This is an optimization exercise on Yosys and OpenROAD, whose aim is a short achievable clock period and few clock cycles, not a production implementation. At most, simulation tests tie the RTL to the original design; equivalence was not proved. Only the layout flow was run in run 3; the RTL was not checked for function there. No activity file was given, so power comes from the tool's default toggle rates.

**design/flow/run.sh**
```bash
#!/bin/bash
# synth_recipe.tcl (not shown) runs the flow's synth.tcl, then flattens the netlist and writes it again
# the make line also repeats each setting of config.mk as NAME=value (left out here)
make -C /OpenROAD-flow-scripts/flow DESIGN_CONFIG=/design/flow/config.mk WORK_HOME=/design/flow/orfs CLKGATE_MAP_FILE= SYNTH_SCRIPT=/design/flow/synth_recipe.tcl finish
```
**design/flow/config.mk**
```make
export PLATFORM = sky130hd
export DESIGN_NAME = overture
export DESIGN_NICKNAME = overture
export VERILOG_FILES = /design/flow/design.v
export SDC_FILE = /design/flow/constraint.sdc
export NUM_CORES = 4
export LEC_CHECK = 0
export ABC_CLOCK_PERIOD_IN_PS = 2000
export CAP_MARGIN = 20
export CORE_MARGIN = 2
export CORE_UTILIZATION = 40
export SETUP_SLACK_MARGIN = 5
export SLEW_MARGIN = 20
```
**design/flow/constraint.sdc**
```tcl
create_clock -name core_clock -period 7.2 [get_ports {clk_i}]
set_input_delay 1.4400 -clock core_clock [delete_from_list [all_inputs] [get_ports {clk_i}]]
set_output_delay 1.4400 -clock core_clock [all_outputs]
set_load 0.01 [all_outputs]
```
**design/flow/design.v**
```verilog
module overture (
    input  wire       clk_i,
    input  wire       reset_i,
    input  wire [7:0] memory_data_i,
    output wire [7:0] memory_address_o,
    output wire [7:0] io_address_o,
    input  wire [7:0] io_data_read_i,
    output wire [7:0] io_data_write_o,
    output wire       io_data_write_enable_o,
    output wire       io_data_read_enable_o,
    output wire       cpu_halted_o
);
    reg [7:0] pc;
    reg [7:0] r0, r1, r2, r3, r4, r5, r6;
    reg       halted;
    reg [6:0] e_wen;       
    reg       e_alu;       
    reg       e_sel_imm;   
    reg       e_sel_io;    
    reg [2:0] e_op;
    reg [5:0] e_imm;
    reg [7:0] op_a;        
    reg [7:0] op_b;        
    reg       re_q;
    reg       we_q;
    reg       bf_phase;    
    reg [7:0] alu_out;
    wire [3:0] sh_amt = op_b[3:0];
    wire [2:0] sh_right = 3'd0 - sh_amt[2:0];
    always @(*) begin
        case (e_op)
            3'b000:  alu_out = op_a | op_b;
            3'b001:  alu_out = ~(op_a & op_b);
            3'b010:  alu_out = ~(op_a | op_b);
            3'b011:  alu_out = op_a & op_b;
            3'b100:  alu_out = op_a + op_b;
            3'b101:  alu_out = op_a - op_b;
            3'b110:  alu_out = op_a ^ op_b;
            default: alu_out = sh_amt[3] ? (op_a >> sh_right) : (op_a << sh_amt[2:0]);
        endcase
    end
    wire [7:0] e_val_fast = e_sel_imm ? {2'b00, e_imm} :
                            e_sel_io  ? io_data_read_i : op_b;
    wire [7:0] e_val      = e_alu ? alu_out : e_val_fast;
    wire [7:0] n0 = e_wen[0] ? e_val : r0;
    wire [7:0] n1 = e_wen[1] ? e_val : r1;
    wire [7:0] n2 = e_wen[2] ? e_val : r2;
    wire [7:0] n3 = e_wen[3] ? e_val : r3;
    wire [7:0] n4 = e_wen[4] ? e_val : r4;
    wire [7:0] n5 = e_wen[5] ? e_val : r5;
    wire [7:0] n6 = e_wen[6] ? e_val : r6;
    wire [7:0] n0_fast = e_wen[0] ? e_val_fast : r0;
    wire [7:0] n3_fast = e_wen[3] ? e_val_fast : r3;
    wire [7:0] ins    = memory_data_i;
    wire [1:0] ty     = ins[7:6];
    wire [2:0] src    = ins[5:3];
    wire [2:0] dst    = ins[2:0];
    wire       bad    = (ty[0] == 1'b1) && (src != 3'b000);
    wire       is_ldi = (ty == 2'b00);
    wire       is_alu = (ty == 2'b01) && !bad;
    wire       is_cp  = (ty == 2'b10);
    wire       is_jmp = (ty == 2'b11) && !bad;
    wire       is_rd  = is_cp && (src == 3'b111);
    wire       is_wr  = is_cp && (dst == 3'b111);
    wire       is_bf  = is_rd && is_wr;
    wire       zero = (n3_fast == 8'd0);
    wire       neg  = n3_fast[7];
    reg        cond;
    always @(*) begin
        case (dst)
            3'b000:  cond = 1'b0;
            3'b001:  cond = zero;
            3'b010:  cond = neg;
            3'b011:  cond = neg | zero;
            3'b100:  cond = 1'b1;
            3'b101:  cond = ~zero;
            3'b110:  cond = ~neg;
            default: cond = ~neg & ~zero;
        endcase
    end
    wire jstall  = is_jmp && e_alu && (dst[1:0] != 2'b00);
    wire issue   = !halted && !bad && !jstall;
    wire bf_rd   = is_bf && !bf_phase;
    wire advance = issue && !bf_rd;
    reg [7:0] src_val;
    always @(*) begin
        case (is_alu ? 3'd2 : src)
            3'd0:    src_val = n0;
            3'd1:    src_val = n1;
            3'd2:    src_val = n2;
            3'd3:    src_val = n3;
            3'd4:    src_val = n4;
            3'd5:    src_val = n5;
            3'd6:    src_val = n6;
            default: src_val = io_data_read_i;    
        endcase
    end
    reg [6:0] wen;
    always @(*) begin
        wen = 7'd0;
        if (is_ldi) wen[0] = 1'b1;
        if (is_alu) wen[3] = 1'b1;
        if (is_cp && dst != 3'b111) wen[dst] = 1'b1;
    end
    always @(posedge clk_i) begin
        if (reset_i) begin
            pc        <= 8'd0;
            halted    <= 1'b0;
            r0 <= 8'd0; r1 <= 8'd0; r2 <= 8'd0; r3 <= 8'd0;
            r4 <= 8'd0; r5 <= 8'd0; r6 <= 8'd0;
            e_wen     <= 7'd0;
            e_alu     <= 1'b0;
            e_sel_imm <= 1'b0;
            e_sel_io  <= 1'b0;
            e_op      <= 3'd0;
            e_imm     <= 6'd0;
            op_a      <= 8'd0;
            op_b      <= 8'd0;
            re_q      <= 1'b0;
            we_q      <= 1'b0;
            bf_phase  <= 1'b0;
        end else begin
            r0 <= n0; r1 <= n1; r2 <= n2; r3 <= n3;
            r4 <= n4; r5 <= n5; r6 <= n6;
            if (!halted && bad)
                halted <= 1'b1;
            if (advance)
                pc <= (is_jmp && cond) ? n0_fast : pc + 8'd1;
            e_wen     <= issue ? wen : 7'd0;
            e_alu     <= issue && is_alu;
            e_sel_imm <= is_ldi;
            e_sel_io  <= is_rd;
            e_op      <= dst;
            e_imm     <= ins[5:0];
            op_a      <= n1;
            op_b      <= src_val;
            re_q      <= issue && is_rd && !(is_bf && bf_phase);
            we_q      <= issue && is_wr && !bf_rd;
            bf_phase  <= issue && bf_rd;
        end
    end
    assign memory_address_o       = pc;
    assign io_address_o           = r6;
    assign io_data_write_o        = op_b;
    assign io_data_write_enable_o = we_q;
    assign io_data_read_enable_o  = re_q;
    assign cpu_halted_o           = halted;
endmodule
```
==> flow_metrics.tcl, run 1 <==
set metrics [dict create \
    maxCapViolations 0 \
    slew_viol_final 0 \
    utilization 0.598 \
    portBuffers 44 \
    finClkSkew_ps 8.09 \
    slew_headroom 0.266 \
    p_clk_frac 0.337 \
    syn_to_final_growth_pct 44.7 \
    synth.top_cells.by_area "dfxtp_1, a211oi_1, ha_1" \
    dr.pass1.iters 6 \
    swShare 0.306 \
    worstPathArrival_ps 3500 \
    synth_top_cell_by_area "dfxtp_1" \
    p_leak_nw 3.31 \
    routed_wl_mm 24.4 \
    track_usage 0.288 \
    worstRegToRegCells 14 \
    grt_pass1_wl_mm 37.1 \
    drt_iter0_drc 770 \
    clk_pin_slew_ps 70 \
    yosysWarnings 1 \
    hold_viol 0 \
    vias 6812 \
    cts_max_level 3 \
    path_class "flop to flop" \
    min_path_cells 1 \
    synth_area_sq_mm 0.00633 \
    finalCriticalPeriod_ps 3290 \
    max_clock_freq_ghz 0.304 \
    multi_input_area_sq_mm 0.00497 \
    cts_num_sinks 92 \
    fp.dieW_um 130 \
    synth_top_area_frac 0.291 \
    yosysUniqueCellTypes 78 \
    grt_pass1_vias 6421 \
    cts_tree "done" \
    holdCritPathClass "flop to flop" \
    status "timing/DRC/antenna clean" \
    dieArea_sq_mm 0.0168 \
    syn_nets 819 \
    ys.flop_type "dfxtp_1" \
    fin_crit_sh 0.457 \
    ys_async_sr_fraction 0 \
    ys_ff_latch 92 \
    gp_congestion 0.913 \
    finalSetupViolCount 0 \
    cts_root_buf "clkbuf_16" \
    synth_edf_count 0 \
    combPwrFrac 0.253 \
    viasPerCell 6.20 \
    fillCellCount 1343 \
    clock_path_buffers 2 \
    routedWlPerCell_um 22.3 \
    antenna_found_initial 0 \
    vdd_drop_max_mv 0.139 \
    ff_latch_area_sq_mm 0.00192 \
    hpwl_mm 15.0 \
    route.detailed.drc 0 \
    setup_tns_ps 0 \
    yosysMostFrequentCell "nor2_1" \
    tightest_slew_ps 1100 \
    overflow 0 \
    yosys-top-cells-count "nor2_1, dfxtp_1, a211oi_1" \
    ys_seq_area_frac 0.291 \
    synth.avg_cell_area_sq_um 8.25 \
    crit_path_max_fanout 7 \
    p_int_uw 897 \
    clk_latency_ps 350 \
    cp-end-kind "flop" \
    power_density_mw_per_mm2 141 \
    core_sq_mm 0.0153 \
    cts_buffers 9 \
    seq_power_share 0.410 \
    drive_gt1_frac 0.404 \
    grt_max_degree 84 \
    rows 45 \
    antenna_left 0 \
    finalNetCount 934 \
    pin_count 45 \
    die_h_um 130 \
    p_sw_uw 396 \
    worstSetupStartpointType "flop" \
    start_util 0.413 \
    synth_cells 767 \
    required_ps 7410 \
    rsz0062_at_grt "true" \
]
-- power groups by stage --
stage               Combinational, mW  Sequential, mW  Clock, mW
floorplan                       0.159           0.537          0
global route                    0.345           0.530      0.461
global placement                0.202           0.548          0
finish                          0.327           0.530      0.436
CTS                             0.290           0.529      0.441
detailed placement              0.204           0.549          0
-- path summary, 6_finish.rpt --
path | from | end | slack [ps]
max | op_b[1]$_SDFF_PP0_ | op_b[5]$_SDFF_PP0_ | 3910
min | bf_phase$_SDFF_PP0_ | bf_phase$_SDFF_PP0_ | 440
max reg2reg | op_b[1]$_SDFF_PP0_ | op_b[5]$_SDFF_PP0_ | 3910
min reg2reg | bf_phase$_SDFF_PP0_ | bf_phase$_SDFF_PP0_ | 440
-- layer usage --
layer  vias up  global-route usage  wire (um)
met2       378               0.434      11000
li1       3078                   -          -
met5         -                   0          0
met3        76              0.0668       2230
met1      3280               0.393      10200
met4         0               0.130        982
-- critical path, cell delays in order (launching register included) --
cell and delay, ps:
dfxtp_4 390, clkinvlp_4 110, ha_4 250, a21o_1 170
inv_2 70, ha_4 190, nor2b_4 120, o2111a_1 240
or4_1 400, a31o_1 250, a31oi_4 330, buf_6 190
a21oi_4 70, o21bai_1 240, a311oi_1 120
-- kinds of logic after synthesis --
| kind of cell | after synthesis | synth area share |
|---|---|---|
| xor gates and xnor gates | 13 | 0.0210 |
| muxes | 47 | 0.0980 |
| AOI/OAI and AO/OA | 221 | 0.251 |
| buffers and inverters | 93 | 0.0625 |
| DFF | 92 | 0.291 |
| and+or+nand+nor | 267 | 0.208 |
| adders and majority gates | 34 | 0.0684 |
-- timing repair --
item	in CTS	in global routing
buffers inserted	90	19
resized for setup	358	56
gates cloned	3	1
hold buffers	0	0
pin swaps	58	39
endpoints found under the setup margin	117	110
endpoints found under the hold margin	0	0
-- metrics by stage --
stage / power [mW] / cells / hold slack, ps / instance area [sq um] / setup slack, ps
floorplan: 0.696 / 767 / 421 / 6670 / 3700
global placement: 0.751 / 969 / 433 / 7030 / 2760
detailed placement: 0.753 / 969 / 436 / 7030 / 2610
CTS: 1.26 / 1077 / 445 / 8730 / 3900
global route: 1.34 / 1097 / 466 / 9160 / 3810
finish: 1.29 / 1098 / 445 / 9160 / 3910
-- flip-flops by register name, indices dropped and copies added (netlist names), 4 cells and up --
name,count
pc,8
e_wen,7
r1,8
r3,8
r5,8
r4,8
r2,8
e_imm,4
op_b,8
r6,8
r0,8
-- layout by cell type, fill, tap and decap left out, drive strengths merged, types with 26 or more instances in the layout --
cell type and n:
o21ai 32, ha 33, buf 152, inv 31
a21oi 36, dfxtp 92, nor2 106, nor3 26
mux2i 30, a211oi 59, nand2 44
-- final cells by class --
cell class | instances | share of cell area
sequential | 92 | 0.209
timing repair inverter | 1 | 0.000820
timing repair buffer | 162 | 0.174
clock inverter | 4 | 0.00314
clock buffer | 11 | 0.0254
inverter | 33 | 0.0152
multi-input combinational | 583 | 0.543
antenna | 1 | 0.000273
tap | 211 | 0.0288
Testbench counts, summed over its fixed seeds: cycles 58,570.
==> run 2: changes to the inputs <==
--- a/design/flow/config.mk
+++ b/design/flow/config.mk
@@ -7,3 +7,2 @@
 export LEC_CHECK = 0
-export ABC_CLOCK_PERIOD_IN_PS = 2000
 export CAP_MARGIN = 20
@@ -11,3 +10,2 @@
 export CORE_UTILIZATION = 40
-export SETUP_SLACK_MARGIN = 5
 export SLEW_MARGIN = 20
==> flow_metrics.tcl, run 2 <==
set metrics [dict create \
    yosysMostFrequentCell "nor2_1" \
    final_common_cell "nor2_1" \
    fillCellCount 1550 \
    vdd_drop_max_mv 0.155 \
    multi_input_area_sq_mm 0.00410 \
    synth_cells 767 \
    slew_headroom 0.299 \
    hpwl_mm 14.8 \
    cts_max_level 3 \
    syn_nets 819 \
    reg2reg_from "e_imm[2]$_SDFF_PP0_" \
    synth_adder_area_share 0.0684 \
    power_density_mw_per_mm2 177 \
    synth-simple-area-share 0.208 \
    rr_endpoint "op_b[5]$_SDFF_PP0_" \
    placed_area_sq_mm 0.00682 \
    tightest_slew_ps 1050 \
    drive_gt1_frac 0.0736 \
    fp.dieW_um 130 \
    start_util 0.413 \
    worstPathArrival_ps 4770 \
    n_antenna_cell 0 \
    yosys-top-cells-count "nor2_1, dfxtp_1, a211oi_1" \
    dieArea_sq_mm 0.0168 \
    cts_buffers 9 \
    synth_area_sq_mm 0.00633 \
    hold_viol 0 \
    synth_edf_count 0 \
    status "timing/DRC/antenna clean" \
    cts_hold_buf 0 \
    yosysUniqueCellTypes 78 \
    path_class "flop to flop" \
    rsz0062_at_grt "false" \
    finalSetupViolCount 0 \
    antenna_left 0 \
    cts_resized 0 \
    p_leak_nw 2.47 \
    ys.flop_type "dfxtp_1" \
    holdCritPathClass "flop to flop" \
    utilization 0.467 \
    yosysWarnings 1 \
    whs_endpoint "bf_phase$_SDFF_PP0_" \
    overflow 0 \
    crit_path_max_fanout 20 \
    ys_async_sr_fraction 0 \
    synth_top_family_by_area "compound AO/OA/AOI/OAI gates" \
    setup_tns_ps 0 \
    core_sq_mm 0.0153 \
    hp-start "bf_phase$_SDFF_PP0_" \
    ff_latch_area_sq_mm 0.00184 \
    syn_to_final_growth_pct 13.0 \
    route.detailed.drc 0 \
    reg2reg_setup_slack_ps 2620 \
    vias 6137 \
    routed_wl_mm 20.9 \
    holdWs_ps 455 \
    synth.top_cells.by_area "dfxtp_1, a211oi_1, ha_1" \
    fin_crit_sh 0.636 \
    drt_iter0_drc 641 \
    cts_root_buf "clkbuf_16" \
    worstSetupStartpointType "flop" \
    maxCapViolations 0 \
    routedWlPerCell_um 21.2 \
    clk_latency_ps 350 \
    clock_path_buffers 2 \
    ys_seq_area_frac 0.291 \
    clk_pin_slew_ps 60 \
    synth_xor_area_frac 0.0210 \
    portBuffers 44 \
    cp-end-kind "flop" \
    grt_max_degree 83 \
    ys_ff_latch 92 \
    synth_top_area_frac 0.291 \
    synth.area.mux_share 0.0980 \
    synth.avg_cell_area_sq_um 8.25 \
    grt_pass1_vias 5649 \
    grt_pass1_wl_mm 32.1 \
    slew_viol_final 0 \
    final_cell_mix "nor2_1, dfxtp_1, a211oi_1, nand2_1, clkdlybuf4s50_1" \
    cts_tree "done" \
    finClkSkew_ps 7.37 \
    max_clock_freq_ghz 0.218 \
    worstRegToRegCells 14 \
    min_path_cells 1 \
    layout.cells.non_filler 985 \
    viasPerCell 6.23 \
    cts_num_sinks 92 \
    finalCriticalPeriod_ps 4580 \
    gp_congestion 0.915 \
    finalNetCount 821 \
    synth_top_cell_by_area "dfxtp_1" \
    pin_count 45 \
    final_area_sq_mm 0.00715 \
    synth_compound_area_frac 0.251 \
    required_ps 7390 \
    die_h_um 130 \
    cts_setup_buffers 0 \
    track_usage 0.249 \
    dr.pass1.iters 8 \
    antenna_found_initial 0 \
    rows 45 \
    dp.cells 969 \
]
## run 2: cell counts after synthesis
No cell type changed its count.
## run 2: per-layer routing
metal,wire [um],part of all wire,GRT usage
met5,0,0,0
met4,792,0.038,0.0955
met3,1590,0.076,0.0463
met2,8770,0.42,0.366
met1,9760,0.47,0.360
## run 2: cell families after synthesis
| kind of cell | Yosys count |
|---|---|
| AND/OR/NAND/NOR | 267 |
| XOR/XNOR | 13 |
| flip-flops | 92 |
| adder cells (fa/ha/maj) | 34 |
| multiplexers | 47 |
| AO/OA/AOI/OAI | 221 |
| buffers and inverters | 93 |
## run 2: area by class of cell
type,count,share of cell area
inverters,33,0.0173
multi-input cells,582,0.573
clock inverters,5,0.0117
clock buffers,11,0.0353
flip-flops and latches,92,0.258
repair buffers,51,0.0682
well taps,211,0.0369
## run 2: how the worst max path moves through the flow
| stage | endpoint | from | slack (ps) |
|---|---|---|---|
| after detailed placement | pc[1]$_SDFFE_PP0P_ | memory_data_i[5] | 2560 |
| after CTS | op_b[5]$_SDFF_PP0_ | e_imm[2]$_SDFF_PP0_ | 2680 |
| after global placement | pc[1]$_SDFFE_PP0P_ | memory_data_i[5] | 2770 |
| after global routing | op_b[5]$_SDFF_PP0_ | e_imm[2]$_SDFF_PP0_ | 2250 |
| final | op_b[5]$_SDFF_PP0_ | e_imm[2]$_SDFF_PP0_ | 2620 |
| after floorplan | op_b[5]$_SDFF_PP0_ | op_b[0]$_SDFF_PP0_ | 3300 |
## run 2: worst max-delay path, cell delays in order, from the launching register on
cell and delay, ps:
dfxtp_1 720, nor2b_1 690, nand2_1 240, nor2_1 140
a21o_1 150, inv_1 60, ha_1 270, nor2b_4 130
o2111a_1 260, or4_1 490, a31o_1 270, a31oi_4 320
a211oi_1 130, a2111oi_1 390, a311oi_1 140
## run 2: where the power goes
group	switching [mW]	internal (mW)	total (mW)	leakage, nW
Combinational	0.121	0.0787	0.200	1.57
Sequential	0.0188	0.518	0.537	0.745
Clock	0.203	0.324	0.527	0.158
Total	0.344	0.921	1.26	2.47
## run 2: per-stage QoR
stage / setup slack, ps / total power [mW]
final: 2620 / 1.26
after global routing: 2250 / 1.31
after CTS: 2680 / 1.27
after detailed placement: 2560 / 0.744
after global placement: 2770 / 0.742
after floorplan: 3300 / 0.680
==> run 3: changes to the inputs <==
--- a/design/flow/design.v
+++ b/design/flow/design.v
@@ -26,2 +26,4 @@
     reg       bf_phase;    
+    reg [7:0] io_addr_q;   
+    reg [7:0] io_wdata_q;  
     reg [7:0] alu_out;
@@ -43,11 +45,10 @@
                             e_sel_io  ? io_data_read_i : op_b;
-    wire [7:0] e_val      = e_alu ? alu_out : e_val_fast;
-    wire [7:0] n0 = e_wen[0] ? e_val : r0;
-    wire [7:0] n1 = e_wen[1] ? e_val : r1;
-    wire [7:0] n2 = e_wen[2] ? e_val : r2;
-    wire [7:0] n3 = e_wen[3] ? e_val : r3;
-    wire [7:0] n4 = e_wen[4] ? e_val : r4;
-    wire [7:0] n5 = e_wen[5] ? e_val : r5;
-    wire [7:0] n6 = e_wen[6] ? e_val : r6;
-    wire [7:0] n0_fast = e_wen[0] ? e_val_fast : r0;
+    wire [7:0] n0 = e_wen[0] ? e_val_fast : r0;
+    wire [7:0] n1 = e_wen[1] ? e_val_fast : r1;
+    wire [7:0] n2 = e_wen[2] ? e_val_fast : r2;
+    wire [7:0] n3 = e_alu ? alu_out : e_wen[3] ? e_val_fast : r3;
+    wire [7:0] n4 = e_wen[4] ? e_val_fast : r4;
+    wire [7:0] n5 = e_wen[5] ? e_val_fast : r5;
+    wire [7:0] n6 = e_wen[6] ? e_val_fast : r6;
+    wire [7:0] n0_fast = n0;
     wire [7:0] n3_fast = e_wen[3] ? e_val_fast : r3;
@@ -84,15 +85,17 @@
     wire advance = issue && !bf_rd;
-    reg [7:0] src_val;
+    wire [2:0] sel = is_alu ? 3'd2 : src;
+    reg  [7:0] src_fast;
     always @(*) begin
-        case (is_alu ? 3'd2 : src)
-            3'd0:    src_val = n0;
-            3'd1:    src_val = n1;
-            3'd2:    src_val = n2;
-            3'd3:    src_val = n3;
-            3'd4:    src_val = n4;
-            3'd5:    src_val = n5;
-            3'd6:    src_val = n6;
-            default: src_val = io_data_read_i;    
+        case (sel)
+            3'd0:    src_fast = n0_fast;
+            3'd1:    src_fast = n1;
+            3'd2:    src_fast = n2;
+            3'd3:    src_fast = n3_fast;
+            3'd4:    src_fast = n4;
+            3'd5:    src_fast = n5;
+            3'd6:    src_fast = n6;
+            default: src_fast = io_data_read_i;    
         endcase
     end
+    wire [7:0] src_val = (e_alu && sel == 3'd3) ? alu_out : src_fast;
     reg [6:0] wen;
@@ -121,2 +124,4 @@
             bf_phase  <= 1'b0;
+            io_addr_q <= 8'd0;
+            io_wdata_q <= 8'd0;
         end else begin
@@ -139,2 +144,6 @@
             bf_phase  <= issue && bf_rd;
+            if (is_rd || is_wr)
+                io_addr_q <= n6;
+            if (is_wr)
+                io_wdata_q <= src_val;
         end
@@ -142,4 +151,4 @@
     assign memory_address_o       = pc;
-    assign io_address_o           = r6;
-    assign io_data_write_o        = op_b;
+    assign io_address_o           = io_addr_q;
+    assign io_data_write_o        = io_wdata_q;
     assign io_data_write_enable_o = we_q;
--- a/design/flow/config.mk
+++ b/design/flow/config.mk
@@ -7,2 +7,3 @@
 export LEC_CHECK = 0
+export ABC_CLOCK_PERIOD_IN_PS = 2000
 export CAP_MARGIN = 20
@@ -10,2 +11,3 @@
 export CORE_UTILIZATION = 40
+export SETUP_SLACK_MARGIN = 5
 export SLEW_MARGIN = 20
==> flow_metrics.tcl, run 3 <==
set metrics [dict create \
    rsz0062_at_grt "true" \
    rows 46 \
    required_ps 7440 \
    combPwrFrac 0.226 \
    status "timing/DRC/antenna clean" \
    antenna_left 0 \
    clock_path_buffers 2 \
    p_sw_uw 407 \
    cp-end-kind "flop" \
    grt_pass1_vias 6203 \
    die_h_um 132 \
    grt_max_degree 61 \
    synth_top_area_frac 0.328 \
    synth_xor_area_frac 0.0120 \
    synth.avg_cell_area_sq_um 8.43 \
    utilization 0.601 \
    finalSetupViolCount 0 \
    ys.flop_type "dfxtp_1" \
    n_antenna_cell 0 \
    routedWlPerCell_um 21.6 \
    pin_count 45 \
    vdd_drop_max_mv 0.129 \
    final_cell_mix "nor2_1, dfxtp_1, buf_4, mux2i_1, buf_6" \
    finClkSkew_ps 11.4 \
    placed_area_sq_mm 0.00731 \
    antenna_found_initial 0 \
    worstPathArrival_ps 3420 \
    yosysWarnings 1 \
    fp.dieW_um 132 \
    setup_ws_ps 4020 \
    ys_seq_area_frac 0.328 \
    cts_tree "done" \
    dp.cells 994 \
    fin_crit_sh 0.441 \
    synth-simple-area-share 0.189 \
    clk_latency_ps 360 \
    yosysUniqueCellTypes 75 \
    cts_buffers 9 \
    finalNetCount 944 \
    grt_pass1_wl_mm 35.1 \
    dieArea_sq_mm 0.0175 \
    holdWs_ps 480 \
    synth_compound_area_frac 0.195 \
    dr.pass1.iters 5 \
    power_density_mw_per_mm2 145 \
    viasPerCell 6.05 \
    track_usage 0.256 \
    synth_top_cell_by_area "dfxtp_1" \
    final_area_sq_mm 0.00962 \
    hold_viol 0 \
    detailedPlace.worstSlack_ps 2590 \
    drive_gt1_frac 0.396 \
    tightest_slew_ps 888 \
    holdCritPathClass "flop to flop" \
    overflow 0 \
    yosys-top-cells-count "nor2_1, dfxtp_1, mux2i_1" \
    final_common_cell "nor2_1" \
    vias 6732 \
    clk_pin_slew_ps 70 \
    ys_ff_latch 108 \
    synth_area_sq_mm 0.00659 \
    synth.top_cells.by_area "dfxtp_1, mux2i_1, nor2_1" \
    cts_num_sinks 108 \
    swShare 0.293 \
    portBuffers 44 \
    cts_max_level 3 \
    synth_edf_count 0 \
    max_clock_freq_ghz 0.315 \
    cts_root_buf "clkbuf_16" \
    crit_path_max_fanout 6 \
    core_sq_mm 0.0160 \
    p_leak_nw 3.55 \
    syn_nets 834 \
    route.detailed.drc 0 \
    p_clk_frac 0.330 \
    gp_congestion 0.894 \
    slew_viol_final 0 \
    synth.area.mux_share 0.155 \
    syn_to_final_growth_pct 46.0 \
    drt_iter0_drc 556 \
    finalCriticalPeriod_ps 3180 \
    hpwl_mm 14.3 \
    synth_top_family_by_area "compound AO/OA/AOI/OAI gates" \
    setup_tns_ps 0 \
    synth_cells 782 \
    p_int_uw 984 \
    maxCapViolations 0 \
    synth_adder_area_share 0.0657 \
    layout.cells.non_filler 1113 \
    ys_async_sr_fraction 0 \
    slew_headroom 0.407 \
    path_class "primary input to flop" \
    routed_wl_mm 24.0 \
    total_power_mw 1.39 \
    seq_power_share 0.444 \
    start_util 0.412 \
    yosysMostFrequentCell "nor2_1" \
    worstSetupStartpointType "primary input" \
]
-- run 3: changes by cell type after synthesis, moves of 8 or more --
cell      change
buf_2         -8
o21ai_1       -9
a211oi_1     -41
clkbuf_1      -9
o22ai_1       +9
mux2i_1      +54
buf_1        +11
dfxtp_1      +16
o21ai_0      +16
a311oi_1      -8
-- run 3: path summary, 6_finish.rpt --
check | start | endpoint | slack [ps] | depth (start not counted)
max | io_data_read_i[5] | pc[1]$_SDFFE_PP0P_ | 4020 | 10
min | io_wdata_q[6]$_SDFFE_PP0P_ | io_wdata_q[6]$_SDFFE_PP0P_ | 480 | 2
max reg2reg | e_imm[2]$_SDFF_PP0_ | io_wdata_q[5]$_SDFFE_PP0P_ | 4320 | 15
min reg2reg | io_wdata_q[6]$_SDFFE_PP0P_ | io_wdata_q[6]$_SDFFE_PP0P_ | 480 | 2
-- run 3: cells by family after synthesis --
logic type      count (synthesis)
simple gates                  261
compound gates                189
flops                         108
mux                            94
buf+inv                        87
fa+ha+maj                      34
xor+xnor                        9
-- run 3: area by class of cell --
| type | count | area, sq um |
|---|---|---|
| fill | 1345 | 6380 |
| multi-input combinational | 590 | 5090 |
| sequential | 108 | 2230 |
| timing repair buffer | 150 | 1610 |
| tap | 216 | 270 |
| clock buffer | 12 | 236 |
| inverter | 33 | 158 |
| clock inverter | 4 | 26.3 |
-- run 3: routing by layer --
layer | global-route usage | up-vias | routed length, um
li1 | - | 3086 | -
met1 | 0.335 | 3263 | 9870
met2 | 0.425 | 307 | 11500
met3 | 0.0323 | 76 | 1610
met4 | 0.108 | 0 | 1030
met5 | 0 | - | 0
-- run 3: timing repair --
item,in CTS,in global routing
setup buffers,56,40
pin swaps,40,50
gates resized for setup,363,127
setup endpoints to repair,135,123
hold buffers,0,0
gates cloned,5,2
-- run 3: power by group through the flow --
stage	logic [mW]	clock network, mW	registers (mW)
2_1_floorplan	0.144	0	0.627
3_3_place_gp	0.193	0	0.631
3_5_place_dp	0.195	0	0.631
4_1_cts	0.258	0.459	0.619
5_1_grt	0.332	0.485	0.618
6_report	0.314	0.460	0.617
-- run 3: critical path, stage by stage --
cell      delay (ps)
buf_8            100
mux2i_4          160
o21ai_4          100
nor4_2           330
nand2_2          110
o311ai_4         300
buf_12           170
o211ai_4         140
and4bb_1         250
a311o_1          300

[afterwards: timing with drivers on the ports]
How much do the figures lean on ideal ports? The routed layouts below were timed once more, with nothing changed but the port constraints. Step 1, drivers: a clkbuf_16 drives clk_i and a buf_2 each remaining input, both assumed. Step 2, shift: input delay + t, output delay - t, t = (earliest + latest rising clock arrival at the registers) / 2. This alone moves slack from input paths to output paths. a / b / c = ideal ports / drivers / drivers and shift; a / b = the first two.
run	shift t [ns]	setup WS [ns]	worst setup path at the end
run 1	0.384	3.910 / 3.910 / 3.587	input to register
run 2	0.384	2.620 / 2.620 / 2.539	input to register
run 3	0.391	4.022 / 3.997 / 3.607	input to register
After both steps setup and hold are still met in every run listed. The setup slack of run 3, which loses most, moves by -0.025 ns with the drivers and by -0.415 ns with both steps.
